This is an optimization exercise on Yosys and OpenROAD, whose aim is small area, a short achievable clock period and few clock cycles per item, not a production implementation.
Only simulation tests tie the RTL to the original design; equivalence was not proved.

**flow/config.mk**
```make
export PLATFORM = sky130hd
export DESIGN_NAME = fpm
export DESIGN_NICKNAME = fpm
export VERILOG_FILES = /design/flow/design.v
export SDC_FILE = /design/flow/constraint.sdc
export NUM_CORES = 4
export LEC_CHECK = 0
export CAP_MARGIN = 20
export CORE_MARGIN = 2
export CORE_UTILIZATION = 40
export SETUP_SLACK_MARGIN = 2
export SLEW_MARGIN = 20
export SYNTH_HIERARCHICAL = 1
```
**flow/constraint.sdc**
```tcl
create_clock -name core_clock -period 9.0 [get_ports {clk}]
set_input_delay 1.8000 -clock core_clock [delete_from_list [all_inputs] [get_ports {clk}]]
set_output_delay 1.8000 -clock core_clock [all_outputs]
set_load 0.01 [all_outputs]
```
**flow/design.v**
```verilog
`timescale 1ns / 1ps
module fpm(
  input clk,
  input rst,
  input [31:0] number_in,
  input number_a_valid,
  output number_a_ready,
  input number_b_valid,
  output number_b_ready,
  output [31:0] number_out,
  output result_valid
);
  reg phase;             
  reg v1;                
  reg v2;                
  reg [31:0] ra;
  reg [23:0] s1_hi;      
  reg [11:0] s1_lo;      
  reg [11:0] bhi;        
  reg [9:0]  s1_e;       
  reg        s1_s, s1_nan, s1_inf, s1_zero;
  reg [47:0] r;          
  reg [9:0]  e;          
  reg        s2_s, s2_nan, s2_inf, s2_zero;
  wire a_fire = number_a_valid & ~phase;
  wire b_fire;
  wire [7:0]  ea = ra[30:23];
  wire [7:0]  eb = number_in[30:23];
  wire        ha = |ea;
  wire        hb = |eb;
  wire [23:0] ma = {ha, ra[22:0]};
  wire a_zero = ~ha & ~|ra[22:0];
  wire b_zero = ~hb & ~|number_in[22:0];
  wire a_infn = &ea;
  wire b_infn = &eb;
  wire a_nan  = a_infn & |ra[22:0];
  wire b_nan  = b_infn & |number_in[22:0];
  wire a_inf  = a_infn & ~|ra[22:0];
  wire b_inf  = b_infn & ~|number_in[22:0];
  wire [11:0] mm  = phase ? number_in[11:0] : bhi;
  wire [23:0] acc = phase ? 24'd0 : s1_hi;
  wire [287:0] pp = {ma & {24{mm[11]}}, ma & {24{mm[10]}}, ma & {24{mm[9]}},
                     ma & {24{mm[8]}}, ma & {24{mm[7]}}, ma & {24{mm[6]}},
                     ma & {24{mm[5]}}, ma & {24{mm[4]}}, ma & {24{mm[3]}},
                     ma & {24{mm[2]}}, ma & {24{mm[1]}}, ma & {24{mm[0]}}};
  wire t1, t2;
  fpm_ha u_t1 (.a(pp[8]), .b(pp[31]), .s(t1), .co(t2));
  wire t3, t4;
  fpm_fa u_t3 (.a(pp[9]), .b(pp[32]), .c(pp[55]), .s(t3), .co(t4));
  wire t5, t6;
  fpm_ha u_t5 (.a(pp[78]), .b(pp[101]), .s(t5), .co(t6));
  wire t7, t8;
  fpm_fa u_t7 (.a(pp[10]), .b(pp[33]), .c(pp[56]), .s(t7), .co(t8));
  wire t9, t10;
  fpm_fa u_t9 (.a(pp[79]), .b(pp[102]), .c(pp[125]), .s(t9), .co(t10));
  wire t11, t12;
  fpm_ha u_t11 (.a(pp[148]), .b(pp[171]), .s(t11), .co(t12));
  wire t13, t14;
  fpm_fa u_t13 (.a(pp[11]), .b(pp[34]), .c(pp[57]), .s(t13), .co(t14));
  wire t15, t16;
  fpm_fa u_t15 (.a(pp[80]), .b(pp[103]), .c(pp[126]), .s(t15), .co(t16));
  wire t17, t18;
  fpm_fa u_t17 (.a(pp[149]), .b(pp[172]), .c(pp[195]), .s(t17), .co(t18));
  wire t19, t20;
  fpm_ha u_t19 (.a(pp[218]), .b(pp[241]), .s(t19), .co(t20));
  wire t21, t22;
  fpm_fa u_t21 (.a(pp[12]), .b(pp[35]), .c(pp[58]), .s(t21), .co(t22));
  wire t23, t24;
  fpm_fa u_t23 (.a(pp[81]), .b(pp[104]), .c(pp[127]), .s(t23), .co(t24));
  wire t25, t26;
  fpm_fa u_t25 (.a(pp[150]), .b(pp[173]), .c(pp[196]), .s(t25), .co(t26));
  wire t27, t28;
  fpm_fa u_t27 (.a(pp[219]), .b(pp[242]), .c(pp[265]), .s(t27), .co(t28));
  wire t29, t30;
  fpm_fa u_t29 (.a(pp[13]), .b(pp[36]), .c(pp[59]), .s(t29), .co(t30));
  wire t31, t32;
  fpm_fa u_t31 (.a(pp[82]), .b(pp[105]), .c(pp[128]), .s(t31), .co(t32));
  wire t33, t34;
  fpm_fa u_t33 (.a(pp[151]), .b(pp[174]), .c(pp[197]), .s(t33), .co(t34));
  wire t35, t36;
  fpm_fa u_t35 (.a(pp[220]), .b(pp[243]), .c(pp[266]), .s(t35), .co(t36));
  wire t37, t38;
  fpm_fa u_t37 (.a(pp[14]), .b(pp[37]), .c(pp[60]), .s(t37), .co(t38));
  wire t39, t40;
  fpm_fa u_t39 (.a(pp[83]), .b(pp[106]), .c(pp[129]), .s(t39), .co(t40));
  wire t41, t42;
  fpm_fa u_t41 (.a(pp[152]), .b(pp[175]), .c(pp[198]), .s(t41), .co(t42));
  wire t43, t44;
  fpm_fa u_t43 (.a(pp[221]), .b(pp[244]), .c(pp[267]), .s(t43), .co(t44));
  wire t45, t46;
  fpm_fa u_t45 (.a(pp[15]), .b(pp[38]), .c(pp[61]), .s(t45), .co(t46));
  wire t47, t48;
  fpm_fa u_t47 (.a(pp[84]), .b(pp[107]), .c(pp[130]), .s(t47), .co(t48));
  wire t49, t50;
  fpm_fa u_t49 (.a(pp[153]), .b(pp[176]), .c(pp[199]), .s(t49), .co(t50));
  wire t51, t52;
  fpm_fa u_t51 (.a(pp[222]), .b(pp[245]), .c(pp[268]), .s(t51), .co(t52));
  wire t53, t54;
  fpm_fa u_t53 (.a(pp[16]), .b(pp[39]), .c(pp[62]), .s(t53), .co(t54));
  wire t55, t56;
  fpm_fa u_t55 (.a(pp[85]), .b(pp[108]), .c(pp[131]), .s(t55), .co(t56));
  wire t57, t58;
  fpm_fa u_t57 (.a(pp[154]), .b(pp[177]), .c(pp[200]), .s(t57), .co(t58));
  wire t59, t60;
  fpm_fa u_t59 (.a(pp[223]), .b(pp[246]), .c(pp[269]), .s(t59), .co(t60));
  wire t61, t62;
  fpm_fa u_t61 (.a(pp[17]), .b(pp[40]), .c(pp[63]), .s(t61), .co(t62));
  wire t63, t64;
  fpm_fa u_t63 (.a(pp[86]), .b(pp[109]), .c(pp[132]), .s(t63), .co(t64));
  wire t65, t66;
  fpm_fa u_t65 (.a(pp[155]), .b(pp[178]), .c(pp[201]), .s(t65), .co(t66));
  wire t67, t68;
  fpm_fa u_t67 (.a(pp[224]), .b(pp[247]), .c(pp[270]), .s(t67), .co(t68));
  wire t69, t70;
  fpm_fa u_t69 (.a(pp[18]), .b(pp[41]), .c(pp[64]), .s(t69), .co(t70));
  wire t71, t72;
  fpm_fa u_t71 (.a(pp[87]), .b(pp[110]), .c(pp[133]), .s(t71), .co(t72));
  wire t73, t74;
  fpm_fa u_t73 (.a(pp[156]), .b(pp[179]), .c(pp[202]), .s(t73), .co(t74));
  wire t75, t76;
  fpm_fa u_t75 (.a(pp[225]), .b(pp[248]), .c(pp[271]), .s(t75), .co(t76));
  wire t77, t78;
  fpm_fa u_t77 (.a(pp[19]), .b(pp[42]), .c(pp[65]), .s(t77), .co(t78));
  wire t79, t80;
  fpm_fa u_t79 (.a(pp[88]), .b(pp[111]), .c(pp[134]), .s(t79), .co(t80));
  wire t81, t82;
  fpm_fa u_t81 (.a(pp[157]), .b(pp[180]), .c(pp[203]), .s(t81), .co(t82));
  wire t83, t84;
  fpm_fa u_t83 (.a(pp[226]), .b(pp[249]), .c(pp[272]), .s(t83), .co(t84));
  wire t85, t86;
  fpm_fa u_t85 (.a(pp[20]), .b(pp[43]), .c(pp[66]), .s(t85), .co(t86));
  wire t87, t88;
  fpm_fa u_t87 (.a(pp[89]), .b(pp[112]), .c(pp[135]), .s(t87), .co(t88));
  wire t89, t90;
  fpm_fa u_t89 (.a(pp[158]), .b(pp[181]), .c(pp[204]), .s(t89), .co(t90));
  wire t91, t92;
  fpm_fa u_t91 (.a(pp[227]), .b(pp[250]), .c(pp[273]), .s(t91), .co(t92));
  wire t93, t94;
  fpm_fa u_t93 (.a(pp[21]), .b(pp[44]), .c(pp[67]), .s(t93), .co(t94));
  wire t95, t96;
  fpm_fa u_t95 (.a(pp[90]), .b(pp[113]), .c(pp[136]), .s(t95), .co(t96));
  wire t97, t98;
  fpm_fa u_t97 (.a(pp[159]), .b(pp[182]), .c(pp[205]), .s(t97), .co(t98));
  wire t99, t100;
  fpm_fa u_t99 (.a(pp[228]), .b(pp[251]), .c(pp[274]), .s(t99), .co(t100));
  wire t101, t102;
  fpm_fa u_t101 (.a(pp[22]), .b(pp[45]), .c(pp[68]), .s(t101), .co(t102));
  wire t103, t104;
  fpm_fa u_t103 (.a(pp[91]), .b(pp[114]), .c(pp[137]), .s(t103), .co(t104));
  wire t105, t106;
  fpm_fa u_t105 (.a(pp[160]), .b(pp[183]), .c(pp[206]), .s(t105), .co(t106));
  wire t107, t108;
  fpm_fa u_t107 (.a(pp[229]), .b(pp[252]), .c(pp[275]), .s(t107), .co(t108));
  wire t109, t110;
  fpm_fa u_t109 (.a(pp[23]), .b(pp[46]), .c(pp[69]), .s(t109), .co(t110));
  wire t111, t112;
  fpm_fa u_t111 (.a(pp[92]), .b(pp[115]), .c(pp[138]), .s(t111), .co(t112));
  wire t113, t114;
  fpm_fa u_t113 (.a(pp[161]), .b(pp[184]), .c(pp[207]), .s(t113), .co(t114));
  wire t115, t116;
  fpm_fa u_t115 (.a(pp[230]), .b(pp[253]), .c(pp[276]), .s(t115), .co(t116));
  wire t117, t118;
  fpm_fa u_t117 (.a(pp[47]), .b(pp[70]), .c(pp[93]), .s(t117), .co(t118));
  wire t119, t120;
  fpm_fa u_t119 (.a(pp[116]), .b(pp[139]), .c(pp[162]), .s(t119), .co(t120));
  wire t121, t122;
  fpm_fa u_t121 (.a(pp[185]), .b(pp[208]), .c(pp[231]), .s(t121), .co(t122));
  wire t123, t124;
  fpm_fa u_t123 (.a(pp[71]), .b(pp[94]), .c(pp[117]), .s(t123), .co(t124));
  wire t125, t126;
  fpm_fa u_t125 (.a(pp[140]), .b(pp[163]), .c(pp[186]), .s(t125), .co(t126));
  wire t127, t128;
  fpm_fa u_t127 (.a(pp[95]), .b(pp[118]), .c(pp[141]), .s(t127), .co(t128));
  wire t129, t130;
  fpm_ha u_t129 (.a(pp[5]), .b(pp[28]), .s(t129), .co(t130));
  wire t131, t132;
  fpm_fa u_t131 (.a(pp[6]), .b(pp[29]), .c(pp[52]), .s(t131), .co(t132));
  wire t133, t134;
  fpm_ha u_t133 (.a(pp[75]), .b(pp[98]), .s(t133), .co(t134));
  wire t135, t136;
  fpm_fa u_t135 (.a(pp[7]), .b(pp[30]), .c(pp[53]), .s(t135), .co(t136));
  wire t137, t138;
  fpm_fa u_t137 (.a(pp[76]), .b(pp[99]), .c(pp[122]), .s(t137), .co(t138));
  wire t139, t140;
  fpm_ha u_t139 (.a(pp[145]), .b(pp[168]), .s(t139), .co(t140));
  wire t141, t142;
  fpm_fa u_t141 (.a(t1), .b(pp[54]), .c(pp[77]), .s(t141), .co(t142));
  wire t143, t144;
  fpm_fa u_t143 (.a(pp[100]), .b(pp[123]), .c(pp[146]), .s(t143), .co(t144));
  wire t145, t146;
  fpm_fa u_t145 (.a(pp[169]), .b(pp[192]), .c(acc[8]), .s(t145), .co(t146));
  wire t147, t148;
  fpm_fa u_t147 (.a(t2), .b(t3), .c(t5), .s(t147), .co(t148));
  wire t149, t150;
  fpm_fa u_t149 (.a(pp[124]), .b(pp[147]), .c(pp[170]), .s(t149), .co(t150));
  wire t151, t152;
  fpm_fa u_t151 (.a(pp[193]), .b(pp[216]), .c(acc[9]), .s(t151), .co(t152));
  wire t153, t154;
  fpm_fa u_t153 (.a(t4), .b(t6), .c(t7), .s(t153), .co(t154));
  wire t155, t156;
  fpm_fa u_t155 (.a(t9), .b(t11), .c(pp[194]), .s(t155), .co(t156));
  wire t157, t158;
  fpm_fa u_t157 (.a(pp[217]), .b(pp[240]), .c(acc[10]), .s(t157), .co(t158));
  wire t159, t160;
  fpm_fa u_t159 (.a(t8), .b(t10), .c(t12), .s(t159), .co(t160));
  wire t161, t162;
  fpm_fa u_t161 (.a(t13), .b(t15), .c(t17), .s(t161), .co(t162));
  wire t163, t164;
  fpm_fa u_t163 (.a(t19), .b(pp[264]), .c(acc[11]), .s(t163), .co(t164));
  wire t165, t166;
  fpm_fa u_t165 (.a(t14), .b(t16), .c(t18), .s(t165), .co(t166));
  wire t167, t168;
  fpm_fa u_t167 (.a(t20), .b(t21), .c(t23), .s(t167), .co(t168));
  wire t169, t170;
  fpm_fa u_t169 (.a(t25), .b(t27), .c(acc[12]), .s(t169), .co(t170));
  wire t171, t172;
  fpm_fa u_t171 (.a(t22), .b(t24), .c(t26), .s(t171), .co(t172));
  wire t173, t174;
  fpm_fa u_t173 (.a(t28), .b(t29), .c(t31), .s(t173), .co(t174));
  wire t175, t176;
  fpm_fa u_t175 (.a(t33), .b(t35), .c(acc[13]), .s(t175), .co(t176));
  wire t177, t178;
  fpm_fa u_t177 (.a(t30), .b(t32), .c(t34), .s(t177), .co(t178));
  wire t179, t180;
  fpm_fa u_t179 (.a(t36), .b(t37), .c(t39), .s(t179), .co(t180));
  wire t181, t182;
  fpm_fa u_t181 (.a(t41), .b(t43), .c(acc[14]), .s(t181), .co(t182));
  wire t183, t184;
  fpm_fa u_t183 (.a(t38), .b(t40), .c(t42), .s(t183), .co(t184));
  wire t185, t186;
  fpm_fa u_t185 (.a(t44), .b(t45), .c(t47), .s(t185), .co(t186));
  wire t187, t188;
  fpm_fa u_t187 (.a(t49), .b(t51), .c(acc[15]), .s(t187), .co(t188));
  wire t189, t190;
  fpm_fa u_t189 (.a(t46), .b(t48), .c(t50), .s(t189), .co(t190));
  wire t191, t192;
  fpm_fa u_t191 (.a(t52), .b(t53), .c(t55), .s(t191), .co(t192));
  wire t193, t194;
  fpm_fa u_t193 (.a(t57), .b(t59), .c(acc[16]), .s(t193), .co(t194));
  wire t195, t196;
  fpm_fa u_t195 (.a(t54), .b(t56), .c(t58), .s(t195), .co(t196));
  wire t197, t198;
  fpm_fa u_t197 (.a(t60), .b(t61), .c(t63), .s(t197), .co(t198));
  wire t199, t200;
  fpm_fa u_t199 (.a(t65), .b(t67), .c(acc[17]), .s(t199), .co(t200));
  wire t201, t202;
  fpm_fa u_t201 (.a(t62), .b(t64), .c(t66), .s(t201), .co(t202));
  wire t203, t204;
  fpm_fa u_t203 (.a(t68), .b(t69), .c(t71), .s(t203), .co(t204));
  wire t205, t206;
  fpm_fa u_t205 (.a(t73), .b(t75), .c(acc[18]), .s(t205), .co(t206));
  wire t207, t208;
  fpm_fa u_t207 (.a(t70), .b(t72), .c(t74), .s(t207), .co(t208));
  wire t209, t210;
  fpm_fa u_t209 (.a(t76), .b(t77), .c(t79), .s(t209), .co(t210));
  wire t211, t212;
  fpm_fa u_t211 (.a(t81), .b(t83), .c(acc[19]), .s(t211), .co(t212));
  wire t213, t214;
  fpm_fa u_t213 (.a(t78), .b(t80), .c(t82), .s(t213), .co(t214));
  wire t215, t216;
  fpm_fa u_t215 (.a(t84), .b(t85), .c(t87), .s(t215), .co(t216));
  wire t217, t218;
  fpm_fa u_t217 (.a(t89), .b(t91), .c(acc[20]), .s(t217), .co(t218));
  wire t219, t220;
  fpm_fa u_t219 (.a(t86), .b(t88), .c(t90), .s(t219), .co(t220));
  wire t221, t222;
  fpm_fa u_t221 (.a(t92), .b(t93), .c(t95), .s(t221), .co(t222));
  wire t223, t224;
  fpm_fa u_t223 (.a(t97), .b(t99), .c(acc[21]), .s(t223), .co(t224));
  wire t225, t226;
  fpm_fa u_t225 (.a(t94), .b(t96), .c(t98), .s(t225), .co(t226));
  wire t227, t228;
  fpm_fa u_t227 (.a(t100), .b(t101), .c(t103), .s(t227), .co(t228));
  wire t229, t230;
  fpm_fa u_t229 (.a(t105), .b(t107), .c(acc[22]), .s(t229), .co(t230));
  wire t231, t232;
  fpm_fa u_t231 (.a(t102), .b(t104), .c(t106), .s(t231), .co(t232));
  wire t233, t234;
  fpm_fa u_t233 (.a(t108), .b(t109), .c(t111), .s(t233), .co(t234));
  wire t235, t236;
  fpm_fa u_t235 (.a(t113), .b(t115), .c(acc[23]), .s(t235), .co(t236));
  wire t237, t238;
  fpm_fa u_t237 (.a(t110), .b(t112), .c(t114), .s(t237), .co(t238));
  wire t239, t240;
  fpm_fa u_t239 (.a(t116), .b(t117), .c(t119), .s(t239), .co(t240));
  wire t241, t242;
  fpm_fa u_t241 (.a(t121), .b(pp[254]), .c(pp[277]), .s(t241), .co(t242));
  wire t243, t244;
  fpm_fa u_t243 (.a(t118), .b(t120), .c(t122), .s(t243), .co(t244));
  wire t245, t246;
  fpm_fa u_t245 (.a(t123), .b(t125), .c(pp[209]), .s(t245), .co(t246));
  wire t247, t248;
  fpm_fa u_t247 (.a(pp[232]), .b(pp[255]), .c(pp[278]), .s(t247), .co(t248));
  wire t249, t250;
  fpm_fa u_t249 (.a(t124), .b(t126), .c(t127), .s(t249), .co(t250));
  wire t251, t252;
  fpm_fa u_t251 (.a(pp[164]), .b(pp[187]), .c(pp[210]), .s(t251), .co(t252));
  wire t253, t254;
  fpm_fa u_t253 (.a(pp[233]), .b(pp[256]), .c(pp[279]), .s(t253), .co(t254));
  wire t255, t256;
  fpm_fa u_t255 (.a(t128), .b(pp[119]), .c(pp[142]), .s(t255), .co(t256));
  wire t257, t258;
  fpm_fa u_t257 (.a(pp[165]), .b(pp[188]), .c(pp[211]), .s(t257), .co(t258));
  wire t259, t260;
  fpm_fa u_t259 (.a(pp[234]), .b(pp[257]), .c(pp[280]), .s(t259), .co(t260));
  wire t261, t262;
  fpm_fa u_t261 (.a(pp[143]), .b(pp[166]), .c(pp[189]), .s(t261), .co(t262));
  wire t263, t264;
  fpm_fa u_t263 (.a(pp[212]), .b(pp[235]), .c(pp[258]), .s(t263), .co(t264));
  wire t265, t266;
  fpm_fa u_t265 (.a(pp[167]), .b(pp[190]), .c(pp[213]), .s(t265), .co(t266));
  wire t267, t268;
  fpm_ha u_t267 (.a(pp[3]), .b(pp[26]), .s(t267), .co(t268));
  wire t269, t270;
  fpm_fa u_t269 (.a(pp[4]), .b(pp[27]), .c(pp[50]), .s(t269), .co(t270));
  wire t271, t272;
  fpm_ha u_t271 (.a(pp[73]), .b(pp[96]), .s(t271), .co(t272));
  wire t273, t274;
  fpm_fa u_t273 (.a(t129), .b(pp[51]), .c(pp[74]), .s(t273), .co(t274));
  wire t275, t276;
  fpm_fa u_t275 (.a(pp[97]), .b(pp[120]), .c(acc[5]), .s(t275), .co(t276));
  wire t277, t278;
  fpm_fa u_t277 (.a(t130), .b(t131), .c(t133), .s(t277), .co(t278));
  wire t279, t280;
  fpm_fa u_t279 (.a(pp[121]), .b(pp[144]), .c(acc[6]), .s(t279), .co(t280));
  wire t281, t282;
  fpm_fa u_t281 (.a(t132), .b(t134), .c(t135), .s(t281), .co(t282));
  wire t283, t284;
  fpm_fa u_t283 (.a(t137), .b(t139), .c(acc[7]), .s(t283), .co(t284));
  wire t285, t286;
  fpm_fa u_t285 (.a(t136), .b(t138), .c(t140), .s(t285), .co(t286));
  wire t287, t288;
  fpm_fa u_t287 (.a(t141), .b(t143), .c(t145), .s(t287), .co(t288));
  wire t289, t290;
  fpm_fa u_t289 (.a(t142), .b(t144), .c(t146), .s(t289), .co(t290));
  wire t291, t292;
  fpm_fa u_t291 (.a(t147), .b(t149), .c(t151), .s(t291), .co(t292));
  wire t293, t294;
  fpm_fa u_t293 (.a(t148), .b(t150), .c(t152), .s(t293), .co(t294));
  wire t295, t296;
  fpm_fa u_t295 (.a(t153), .b(t155), .c(t157), .s(t295), .co(t296));
  wire t297, t298;
  fpm_fa u_t297 (.a(t154), .b(t156), .c(t158), .s(t297), .co(t298));
  wire t299, t300;
  fpm_fa u_t299 (.a(t159), .b(t161), .c(t163), .s(t299), .co(t300));
  wire t301, t302;
  fpm_fa u_t301 (.a(t160), .b(t162), .c(t164), .s(t301), .co(t302));
  wire t303, t304;
  fpm_fa u_t303 (.a(t165), .b(t167), .c(t169), .s(t303), .co(t304));
  wire t305, t306;
  fpm_fa u_t305 (.a(t166), .b(t168), .c(t170), .s(t305), .co(t306));
  wire t307, t308;
  fpm_fa u_t307 (.a(t171), .b(t173), .c(t175), .s(t307), .co(t308));
  wire t309, t310;
  fpm_fa u_t309 (.a(t172), .b(t174), .c(t176), .s(t309), .co(t310));
  wire t311, t312;
  fpm_fa u_t311 (.a(t177), .b(t179), .c(t181), .s(t311), .co(t312));
  wire t313, t314;
  fpm_fa u_t313 (.a(t178), .b(t180), .c(t182), .s(t313), .co(t314));
  wire t315, t316;
  fpm_fa u_t315 (.a(t183), .b(t185), .c(t187), .s(t315), .co(t316));
  wire t317, t318;
  fpm_fa u_t317 (.a(t184), .b(t186), .c(t188), .s(t317), .co(t318));
  wire t319, t320;
  fpm_fa u_t319 (.a(t189), .b(t191), .c(t193), .s(t319), .co(t320));
  wire t321, t322;
  fpm_fa u_t321 (.a(t190), .b(t192), .c(t194), .s(t321), .co(t322));
  wire t323, t324;
  fpm_fa u_t323 (.a(t195), .b(t197), .c(t199), .s(t323), .co(t324));
  wire t325, t326;
  fpm_fa u_t325 (.a(t196), .b(t198), .c(t200), .s(t325), .co(t326));
  wire t327, t328;
  fpm_fa u_t327 (.a(t201), .b(t203), .c(t205), .s(t327), .co(t328));
  wire t329, t330;
  fpm_fa u_t329 (.a(t202), .b(t204), .c(t206), .s(t329), .co(t330));
  wire t331, t332;
  fpm_fa u_t331 (.a(t207), .b(t209), .c(t211), .s(t331), .co(t332));
  wire t333, t334;
  fpm_fa u_t333 (.a(t208), .b(t210), .c(t212), .s(t333), .co(t334));
  wire t335, t336;
  fpm_fa u_t335 (.a(t213), .b(t215), .c(t217), .s(t335), .co(t336));
  wire t337, t338;
  fpm_fa u_t337 (.a(t214), .b(t216), .c(t218), .s(t337), .co(t338));
  wire t339, t340;
  fpm_fa u_t339 (.a(t219), .b(t221), .c(t223), .s(t339), .co(t340));
  wire t341, t342;
  fpm_fa u_t341 (.a(t220), .b(t222), .c(t224), .s(t341), .co(t342));
  wire t343, t344;
  fpm_fa u_t343 (.a(t225), .b(t227), .c(t229), .s(t343), .co(t344));
  wire t345, t346;
  fpm_fa u_t345 (.a(t226), .b(t228), .c(t230), .s(t345), .co(t346));
  wire t347, t348;
  fpm_fa u_t347 (.a(t231), .b(t233), .c(t235), .s(t347), .co(t348));
  wire t349, t350;
  fpm_fa u_t349 (.a(t232), .b(t234), .c(t236), .s(t349), .co(t350));
  wire t351, t352;
  fpm_fa u_t351 (.a(t237), .b(t239), .c(t241), .s(t351), .co(t352));
  wire t353, t354;
  fpm_fa u_t353 (.a(t238), .b(t240), .c(t242), .s(t353), .co(t354));
  wire t355, t356;
  fpm_fa u_t355 (.a(t243), .b(t245), .c(t247), .s(t355), .co(t356));
  wire t357, t358;
  fpm_fa u_t357 (.a(t244), .b(t246), .c(t248), .s(t357), .co(t358));
  wire t359, t360;
  fpm_fa u_t359 (.a(t249), .b(t251), .c(t253), .s(t359), .co(t360));
  wire t361, t362;
  fpm_fa u_t361 (.a(t250), .b(t252), .c(t254), .s(t361), .co(t362));
  wire t363, t364;
  fpm_fa u_t363 (.a(t255), .b(t257), .c(t259), .s(t363), .co(t364));
  wire t365, t366;
  fpm_fa u_t365 (.a(t256), .b(t258), .c(t260), .s(t365), .co(t366));
  wire t367, t368;
  fpm_fa u_t367 (.a(t261), .b(t263), .c(pp[281]), .s(t367), .co(t368));
  wire t369, t370;
  fpm_fa u_t369 (.a(t262), .b(t264), .c(t265), .s(t369), .co(t370));
  wire t371, t372;
  fpm_fa u_t371 (.a(pp[236]), .b(pp[259]), .c(pp[282]), .s(t371), .co(t372));
  wire t373, t374;
  fpm_fa u_t373 (.a(t266), .b(pp[191]), .c(pp[214]), .s(t373), .co(t374));
  wire t375, t376;
  fpm_fa u_t375 (.a(pp[237]), .b(pp[260]), .c(pp[283]), .s(t375), .co(t376));
  wire t377, t378;
  fpm_fa u_t377 (.a(pp[215]), .b(pp[238]), .c(pp[261]), .s(t377), .co(t378));
  wire t379, t380;
  fpm_ha u_t379 (.a(pp[2]), .b(pp[25]), .s(t379), .co(t380));
  wire t381, t382;
  fpm_fa u_t381 (.a(t267), .b(pp[49]), .c(pp[72]), .s(t381), .co(t382));
  wire t383, t384;
  fpm_fa u_t383 (.a(t268), .b(t269), .c(t271), .s(t383), .co(t384));
  wire t385, t386;
  fpm_fa u_t385 (.a(t270), .b(t272), .c(t273), .s(t385), .co(t386));
  wire t387, t388;
  fpm_fa u_t387 (.a(t274), .b(t276), .c(t277), .s(t387), .co(t388));
  wire t389, t390;
  fpm_fa u_t389 (.a(t278), .b(t280), .c(t281), .s(t389), .co(t390));
  wire t391, t392;
  fpm_fa u_t391 (.a(t282), .b(t284), .c(t285), .s(t391), .co(t392));
  wire t393, t394;
  fpm_fa u_t393 (.a(t286), .b(t288), .c(t289), .s(t393), .co(t394));
  wire t395, t396;
  fpm_fa u_t395 (.a(t290), .b(t292), .c(t293), .s(t395), .co(t396));
  wire t397, t398;
  fpm_fa u_t397 (.a(t294), .b(t296), .c(t297), .s(t397), .co(t398));
  wire t399, t400;
  fpm_fa u_t399 (.a(t298), .b(t300), .c(t301), .s(t399), .co(t400));
  wire t401, t402;
  fpm_fa u_t401 (.a(t302), .b(t304), .c(t305), .s(t401), .co(t402));
  wire t403, t404;
  fpm_fa u_t403 (.a(t306), .b(t308), .c(t309), .s(t403), .co(t404));
  wire t405, t406;
  fpm_fa u_t405 (.a(t310), .b(t312), .c(t313), .s(t405), .co(t406));
  wire t407, t408;
  fpm_fa u_t407 (.a(t314), .b(t316), .c(t317), .s(t407), .co(t408));
  wire t409, t410;
  fpm_fa u_t409 (.a(t318), .b(t320), .c(t321), .s(t409), .co(t410));
  wire t411, t412;
  fpm_fa u_t411 (.a(t322), .b(t324), .c(t325), .s(t411), .co(t412));
  wire t413, t414;
  fpm_fa u_t413 (.a(t326), .b(t328), .c(t329), .s(t413), .co(t414));
  wire t415, t416;
  fpm_fa u_t415 (.a(t330), .b(t332), .c(t333), .s(t415), .co(t416));
  wire t417, t418;
  fpm_fa u_t417 (.a(t334), .b(t336), .c(t337), .s(t417), .co(t418));
  wire t419, t420;
  fpm_fa u_t419 (.a(t338), .b(t340), .c(t341), .s(t419), .co(t420));
  wire t421, t422;
  fpm_fa u_t421 (.a(t342), .b(t344), .c(t345), .s(t421), .co(t422));
  wire t423, t424;
  fpm_fa u_t423 (.a(t346), .b(t348), .c(t349), .s(t423), .co(t424));
  wire t425, t426;
  fpm_fa u_t425 (.a(t350), .b(t352), .c(t353), .s(t425), .co(t426));
  wire t427, t428;
  fpm_fa u_t427 (.a(t354), .b(t356), .c(t357), .s(t427), .co(t428));
  wire t429, t430;
  fpm_fa u_t429 (.a(t358), .b(t360), .c(t361), .s(t429), .co(t430));
  wire t431, t432;
  fpm_fa u_t431 (.a(t362), .b(t364), .c(t365), .s(t431), .co(t432));
  wire t433, t434;
  fpm_fa u_t433 (.a(t366), .b(t368), .c(t369), .s(t433), .co(t434));
  wire t435, t436;
  fpm_fa u_t435 (.a(t370), .b(t372), .c(t373), .s(t435), .co(t436));
  wire t437, t438;
  fpm_fa u_t437 (.a(t374), .b(t376), .c(t377), .s(t437), .co(t438));
  wire t439, t440;
  fpm_fa u_t439 (.a(t378), .b(pp[239]), .c(pp[262]), .s(t439), .co(t440));
  wire t441, t442;
  fpm_ha u_t441 (.a(pp[1]), .b(pp[24]), .s(t441), .co(t442));
  wire t443, t444;
  fpm_fa u_t443 (.a(t379), .b(pp[48]), .c(acc[2]), .s(t443), .co(t444));
  wire t445, t446;
  fpm_fa u_t445 (.a(t380), .b(t381), .c(acc[3]), .s(t445), .co(t446));
  wire t447, t448;
  fpm_fa u_t447 (.a(t382), .b(t383), .c(acc[4]), .s(t447), .co(t448));
  wire t449, t450;
  fpm_fa u_t449 (.a(t384), .b(t385), .c(t275), .s(t449), .co(t450));
  wire t451, t452;
  fpm_fa u_t451 (.a(t386), .b(t387), .c(t279), .s(t451), .co(t452));
  wire t453, t454;
  fpm_fa u_t453 (.a(t388), .b(t389), .c(t283), .s(t453), .co(t454));
  wire t455, t456;
  fpm_fa u_t455 (.a(t390), .b(t391), .c(t287), .s(t455), .co(t456));
  wire t457, t458;
  fpm_fa u_t457 (.a(t392), .b(t393), .c(t291), .s(t457), .co(t458));
  wire t459, t460;
  fpm_fa u_t459 (.a(t394), .b(t395), .c(t295), .s(t459), .co(t460));
  wire t461, t462;
  fpm_fa u_t461 (.a(t396), .b(t397), .c(t299), .s(t461), .co(t462));
  wire t463, t464;
  fpm_fa u_t463 (.a(t398), .b(t399), .c(t303), .s(t463), .co(t464));
  wire t465, t466;
  fpm_fa u_t465 (.a(t400), .b(t401), .c(t307), .s(t465), .co(t466));
  wire t467, t468;
  fpm_fa u_t467 (.a(t402), .b(t403), .c(t311), .s(t467), .co(t468));
  wire t469, t470;
  fpm_fa u_t469 (.a(t404), .b(t405), .c(t315), .s(t469), .co(t470));
  wire t471, t472;
  fpm_fa u_t471 (.a(t406), .b(t407), .c(t319), .s(t471), .co(t472));
  wire t473, t474;
  fpm_fa u_t473 (.a(t408), .b(t409), .c(t323), .s(t473), .co(t474));
  wire t475, t476;
  fpm_fa u_t475 (.a(t410), .b(t411), .c(t327), .s(t475), .co(t476));
  wire t477, t478;
  fpm_fa u_t477 (.a(t412), .b(t413), .c(t331), .s(t477), .co(t478));
  wire t479, t480;
  fpm_fa u_t479 (.a(t414), .b(t415), .c(t335), .s(t479), .co(t480));
  wire t481, t482;
  fpm_fa u_t481 (.a(t416), .b(t417), .c(t339), .s(t481), .co(t482));
  wire t483, t484;
  fpm_fa u_t483 (.a(t418), .b(t419), .c(t343), .s(t483), .co(t484));
  wire t485, t486;
  fpm_fa u_t485 (.a(t420), .b(t421), .c(t347), .s(t485), .co(t486));
  wire t487, t488;
  fpm_fa u_t487 (.a(t422), .b(t423), .c(t351), .s(t487), .co(t488));
  wire t489, t490;
  fpm_fa u_t489 (.a(t424), .b(t425), .c(t355), .s(t489), .co(t490));
  wire t491, t492;
  fpm_fa u_t491 (.a(t426), .b(t427), .c(t359), .s(t491), .co(t492));
  wire t493, t494;
  fpm_fa u_t493 (.a(t428), .b(t429), .c(t363), .s(t493), .co(t494));
  wire t495, t496;
  fpm_fa u_t495 (.a(t430), .b(t431), .c(t367), .s(t495), .co(t496));
  wire t497, t498;
  fpm_fa u_t497 (.a(t432), .b(t433), .c(t371), .s(t497), .co(t498));
  wire t499, t500;
  fpm_fa u_t499 (.a(t434), .b(t435), .c(t375), .s(t499), .co(t500));
  wire t501, t502;
  fpm_fa u_t501 (.a(t436), .b(t437), .c(pp[284]), .s(t501), .co(t502));
  wire t503, t504;
  fpm_fa u_t503 (.a(t438), .b(t439), .c(pp[285]), .s(t503), .co(t504));
  wire t505, t506;
  fpm_fa u_t505 (.a(t440), .b(pp[263]), .c(pp[286]), .s(t505), .co(t506));
  wire [35:0] tree_s = {1'b0, t506, t504, t502, t500, t498, t496, t494, t492, t490, t488, t486, t484, t482, t480, t478, t476, t474, t472, t470, t468, t466, t464, t462, t460, t458, t456, t454, t452, t450, t448, t446, t444, t442, t441, pp[0]};
  wire [35:0] tree_c = {1'b0, pp[287], t505, t503, t501, t499, t497, t495, t493, t491, t489, t487, t485, t483, t481, t479, t477, t475, t473, t471, t469, t467, t465, t463, t461, t459, t457, t455, t453, t451, t449, t447, t445, t443, acc[1], acc[0]};
  wire [35:0] x   = tree_s + tree_c;
  wire e_one   = (e == 10'd1);
  wire fast_ok = ~e[9] & (e != 10'd0) & (r[47] | r[46] | e_one);
  wire special = s2_nan | s2_inf | s2_zero;
  wire busy    = v2 & ~special & ~fast_ok;
  assign b_fire = number_b_valid & phase & ~busy;
  assign number_a_ready = ~phase;
  assign number_b_ready = phase & ~busy;
  assign result_valid   = v2 & ~busy;
  always @(posedge clk) begin
    if (a_fire)
      ra <= number_in;
    s1_hi <= x[35:12];
    s1_lo <= x[11:0];
    bhi <= {hb, number_in[22:12]};
    s1_e <= {2'b00, ea | {7'd0, ~ha}} + {2'b00, eb | {7'd0, ~hb}} - 10'd126;
    s1_nan <= a_nan | b_nan | (a_inf & b_zero) | (b_inf & a_zero);
    s1_s <= (ra[31] ^ number_in[31]) & ~(a_nan | b_nan);
    s1_inf <= a_inf | b_inf;
    s1_zero <= a_zero | b_zero;
    if (!busy) begin
      r <= {x, s1_lo};
      e <= s1_e;
      s2_s <= s1_s;
    end else if (e[9] || e == 10'd0) begin
      r <= {1'b0, r[47:2], r[1] | r[0]};
      e <= e + 10'd1;
    end else begin
      r <= {r[46:0], 1'b0};
      e <= e - 10'd1;
    end
    s2_nan <= s1_nan & ~busy;
    s2_inf <= s1_inf & ~s1_nan & ~busy;
    s2_zero <= s1_zero & ~s1_nan & ~s1_inf & ~busy;
    if (rst == 0) begin
      phase <= 1'b0;
      v1 <= 1'b0;
      v2 <= 1'b0;
    end else begin
      if (a_fire) phase <= 1'b1;
      else if (b_fire) phase <= 1'b0;
      v1 <= b_fire;
      v2 <= v1 | busy;
    end
  end
  wire        hi   = r[47] | e_one;
  wire [22:0] mant = hi ? r[46:24] : r[45:23];
  wire        g    = hi ? r[23] : r[22];
  wire        st   = hi ? |r[22:0] : |r[21:0];
  wire [9:0]  fe   = r[47] ? e : (e_one ? 10'd0 : e - 10'd1);
  wire        inc  = g & (st | mant[0]);
  wire [32:0] rnd  = {fe, mant} + {32'd0, inc};
  wire        ovf  = rnd[32:23] >= 10'd255;
  assign number_out = s2_nan  ? {s2_s, 31'h7fc00000} :
                      s2_zero ? {s2_s, 31'd0} :
                      (s2_inf | ovf) ? {s2_s, 8'hff, 23'd0} :
                      {s2_s, rnd[30:0]};
endmodule
module fpm_fa(input a, input b, input c, output s, output co);
  assign s = a ^ b ^ c;
  assign co = (a & b) | (a & c) | (b & c);
endmodule
module fpm_ha(input a, input b, output s, output co);
  assign s = a ^ b;
  assign co = a & b;
endmodule
```
**flow/run.sh**
```bash
#!/bin/bash
# synth_recipe.tcl (not shown) runs the flow's synth.tcl, then flattens the netlist and writes it again
# the make line also repeats each setting of config.mk as NAME=value (left out here)
make -C /OpenROAD-flow-scripts/flow DESIGN_CONFIG=/design/flow/config.mk WORK_HOME=/design/flow/orfs CLKGATE_MAP_FILE= SYNTH_SCRIPT=/design/flow/synth_recipe.tcl finish
```
==> summary.txt <==
[metrics by stage]
step           hold WS (ps)  utilization, %  setup WS, ps
2_1_floorplan           386               -          2010
3_3_place_gp            400            43.4           940
3_5_place_dp            398            43.4           806
4_1_cts                 413            46.5          2000
5_1_grt                 433            47.7          1950
6_report                417            47.7          2140
[cells in the final DEF, fill, tap and decap left out, types with 11 or more instances in the layout]
master,count
o21ai_0,45
dfxtp_1,123
nor3_1,22
mux2i_4,11
a21oi_1,59
a31oi_1,40
a21o_1,26
inv_1,40
xor2_1,28
nand2_1,158
nor2b_2,14
xnor2_1,45
nor4_1,19
dlymetal6s2s_1,14
nor2_1,104
nand4_1,21
buf_4,34
fa_1,239
and3_1,20
ha_4,11
nand3_1,32
edfxtp_1,33
clkbuf_16,20
clkdlybuf4s50_1,54
ha_1,50
nor2b_1,288
[final cells by class]
class                      count  share of cell area [%]
clock buffer                  19                    2.38
clock inverter                13                   0.846
inverter                      40                   0.769
multi-input combinational   1431                    67.0
sequential                   159                    18.0
tap                          532                    3.41
timing repair buffer         132                    7.61
[kinds of logic (layout without fill, tap and decap cells)]
family | Yosys count | in the layout
AOI/OAI and AO/OA | 275 | 277
adders and majority gates | 310 | 310
buffers and inverters | 159 | 204
xor gates and xnor gates | 74 | 74
DFF | 159 | 159
muxes | 25 | 25
and+or+nand+nor | 745 | 745
[worst paths after layout]
check | endpoint | startpoint | cells past startpoint | slack [ps]
worst max-delay path | r[40]$_DFF_P_ | number_in[0] | 20 | 2140
worst min-delay path | s2_s$_DFFE_PN_ | s1_s$_DFF_P_ | 0 | 420
worst max register to register | r[40]$_DFF_P_ | phase$_SDFFE_PN0P_ | 19 | 2540
worst min register to register | s2_s$_DFFE_PN_ | s1_s$_DFF_P_ | 0 | 420
[layer usage]
metal / global-route usage [%] / vias up
met1: 30.0 / 6651
met3: 4.48 / 65
li1: - / 5948
met2: 36.6 / 425
met5: 0 / -
met4: 6.26 / 0
[modules after synthesis (local to each module, per instance)]
module	cells	flip-flops and latches	area [um^2]	copies in the design
fpm	1494	159	11700	1
fpm_fa	1	0	20.0	242
fpm_ha	1	0	12.5	11
[registers in the layout, indices dropped and copies added (netlist names)]
signal,flops
r,48
ra,32
s1_hi,24
bhi,12
s1_lo,12
e,10
s1_e,10
phase,1
s1_inf,1
s1_nan,1
s1_s,1
s1_zero,1
s2_inf,1
s2_nan,1
s2_s,1
s2_zero,1
v1,1
v2,1
[worst max-delay path: cells and delay by family]
family                     cells  cell delay [ps]
AOI/OAI and AO/OA              6             1180
muxes                          1              270
and+or+nand+nor                3              370
xor gates and xnor gates       1              170
buffers and inverters          3              590
adders and majority gates      6             2820
[timing repair]
| action | CTS | global route |
|---|---|---|
| gates cloned | 5 | 2 |
| gates resized for setup | 63 | 75 |
| endpoints found under the setup margin | 65 | 53 |
| buffers inserted | 21 | 12 |
| pin swaps | 7 | 24 |
==> reports/metrics.cfg <==
[run]
maxCapViolations = 0

[critical_path]
worstSetupEndpointType = flip-flop
worstPathMaxFanout = 12
slowest_stage = fa_1
start_kind = input pin
cpPeakStageDelay_ps = 540
crit_required_ps = 9350
critical_path.most_common_cell = fa_1
critical_path_class = input pin to flip-flop
arrival_ps = 7210
cp_cell_sequence = dlygate4sd2_1 > mux2i_4 > buf_12 > buf_16 > nor2b_1 > fa_1 > fa_1 > fa_1 > fa_1 > fa_1 > ha_2 > and2_1 > o21a_1 > a221oi_4 > o211a_1 > nand3_4 > a31oi_4 > o21ai_0 > xor2_1 > a21o_1

[synth]
synth-async-reset-ratio_pct = 0
synth-xor-area-share_pct = 3.89
netlist_instances = 1747
ys_seq_area_share_pct = 21.1
synth_top_cell_by_area = fa_1
synth_common_cells = 303 x nor2b_1, 244 x fa_1, 158 x nand2_1
synth_ff_type = dfxtp_1
synth_top_family_by_area = adder cells
synth_warnings = 7
syn_area_per_cell_um2 = 9.53
ys_types = 77
yosysMostFrequentCell = nor2b_1
synth_fa_ha_area_share_pct = 34.3
synth_edf_count = 33
synth_compound_area_share_pct = 11.2
ys_top_cells_by_area = fa_1 29%, dfxtp_1 15%, nor2b_1 11%, edfxtp_1 5.9%, ha_1 5.0%
synth_seq_cells = 159
synth_top_area_share_pct = 29.3
synthMuxAreaShare_pct = 1.55
yosys.area_share.simple_pct = 24.1
synth_area_um2 = 16700
syn-num-nets = 2093

[sta]
hold_viol_final = 0
layout_min_cycle_time_ps = 6860
fin_tns_setup_ps = 0
finalCritPeriodShare_pct = 76.2
fin_skew_ps = 14.0
worst_slew_pin_slew_ps = 866
setup_viol = 0
rsz0062_at_grt = true
slew_viol_final = 0
relSlewSlack_pct = 42.0
fmax_ghz = 0.146

[route]
wl_met2_um = 22900
drt_pass1_iterations = 5
vias = 13100
wl_met3_um = 2700
wirelength_um = 48400
first_iter_violations = 953
detail_route.wl_per_cell_um = 20.8
top_layer = met4
ant_nets = 0
drc = 0
viasPerCell = 5.63
routedLengthMet1_um = 21500

[cells_and_area]
nFillCells = 3833
final_layout_size_suffix_gt1_share_pct = 11.5
regArea_um2 = 3520
final_cell_count_no_fill = 2326
area_delta_synth_final_pct = 17.2
design_area_um2 = 19500
multi_input_area_um2 = 13100
diodes = 0
final_nets = 2127

[place]
portBuffers = 70
gp_congestion = 0.873
hpwl_um = 35800
dpl-instance-area_um2 = 17800
place_inst = 2253

[worst_hold_path]
hold_class = flip-flop to flip-flop

[global_route]
gr-total-overflow = 0
grt_use_total_pct = 22.3
grt_pass1_wl_um = 75800
antenna_found_initial = 0
grt_max_degree = 53
grt_pass1_vias = 13600

[floorplanning]
dieHeight_um = 208
start_util_pct = 40.7
core_area_um2 = 40900
die_width_um = 208
floorplan.die_area_um2 = 43300
io_pins = 71
rows = 74

[cts]
cts_made_buffers = 17
clkTransAtPathRegs_ps = 70
cts.sink_count = 159
cts_tree = done
clockRootBuffer = clkbuf_16
htreeDepth = 4
cts_max_path_buffers = 2
cts_hold_buffers = 0
insertion_delay_ps = 450

[run_status]
status = complete, no violations

Testbench counts, summed over its fixed seeds: cycles 6,416, items 3,200.

## port drivers added, routing unchanged
The flow's constraints put no driver on any port. The routed layout listed below was extracted and timed again, unchanged, in two steps.
Step 1 assumes that a clkbuf_16 drives the clock port and a buf_2 every other input.
Step 2 adds t to the input delays and takes it off the output delays; t is the mean of the earliest and latest rising clock arrival at the registers after step 1. Input paths then give back, and output paths get back, about the clock's delay inside the block.
Three values: ideal, step 1, step 2; two values: the first two.
t (ns): 0.498
slack for setup (ns): 2.141 / 2.178 / 1.680
worst setup path after step 2: input to register
worst register clock-pin slew, ns: 0.07 / 0.07
cell pins on the clock port's net: 1
After both steps this run still meets setup and hold. The setup slack of this run moves by +0.037 ns with the drivers and by -0.461 ns with both steps.
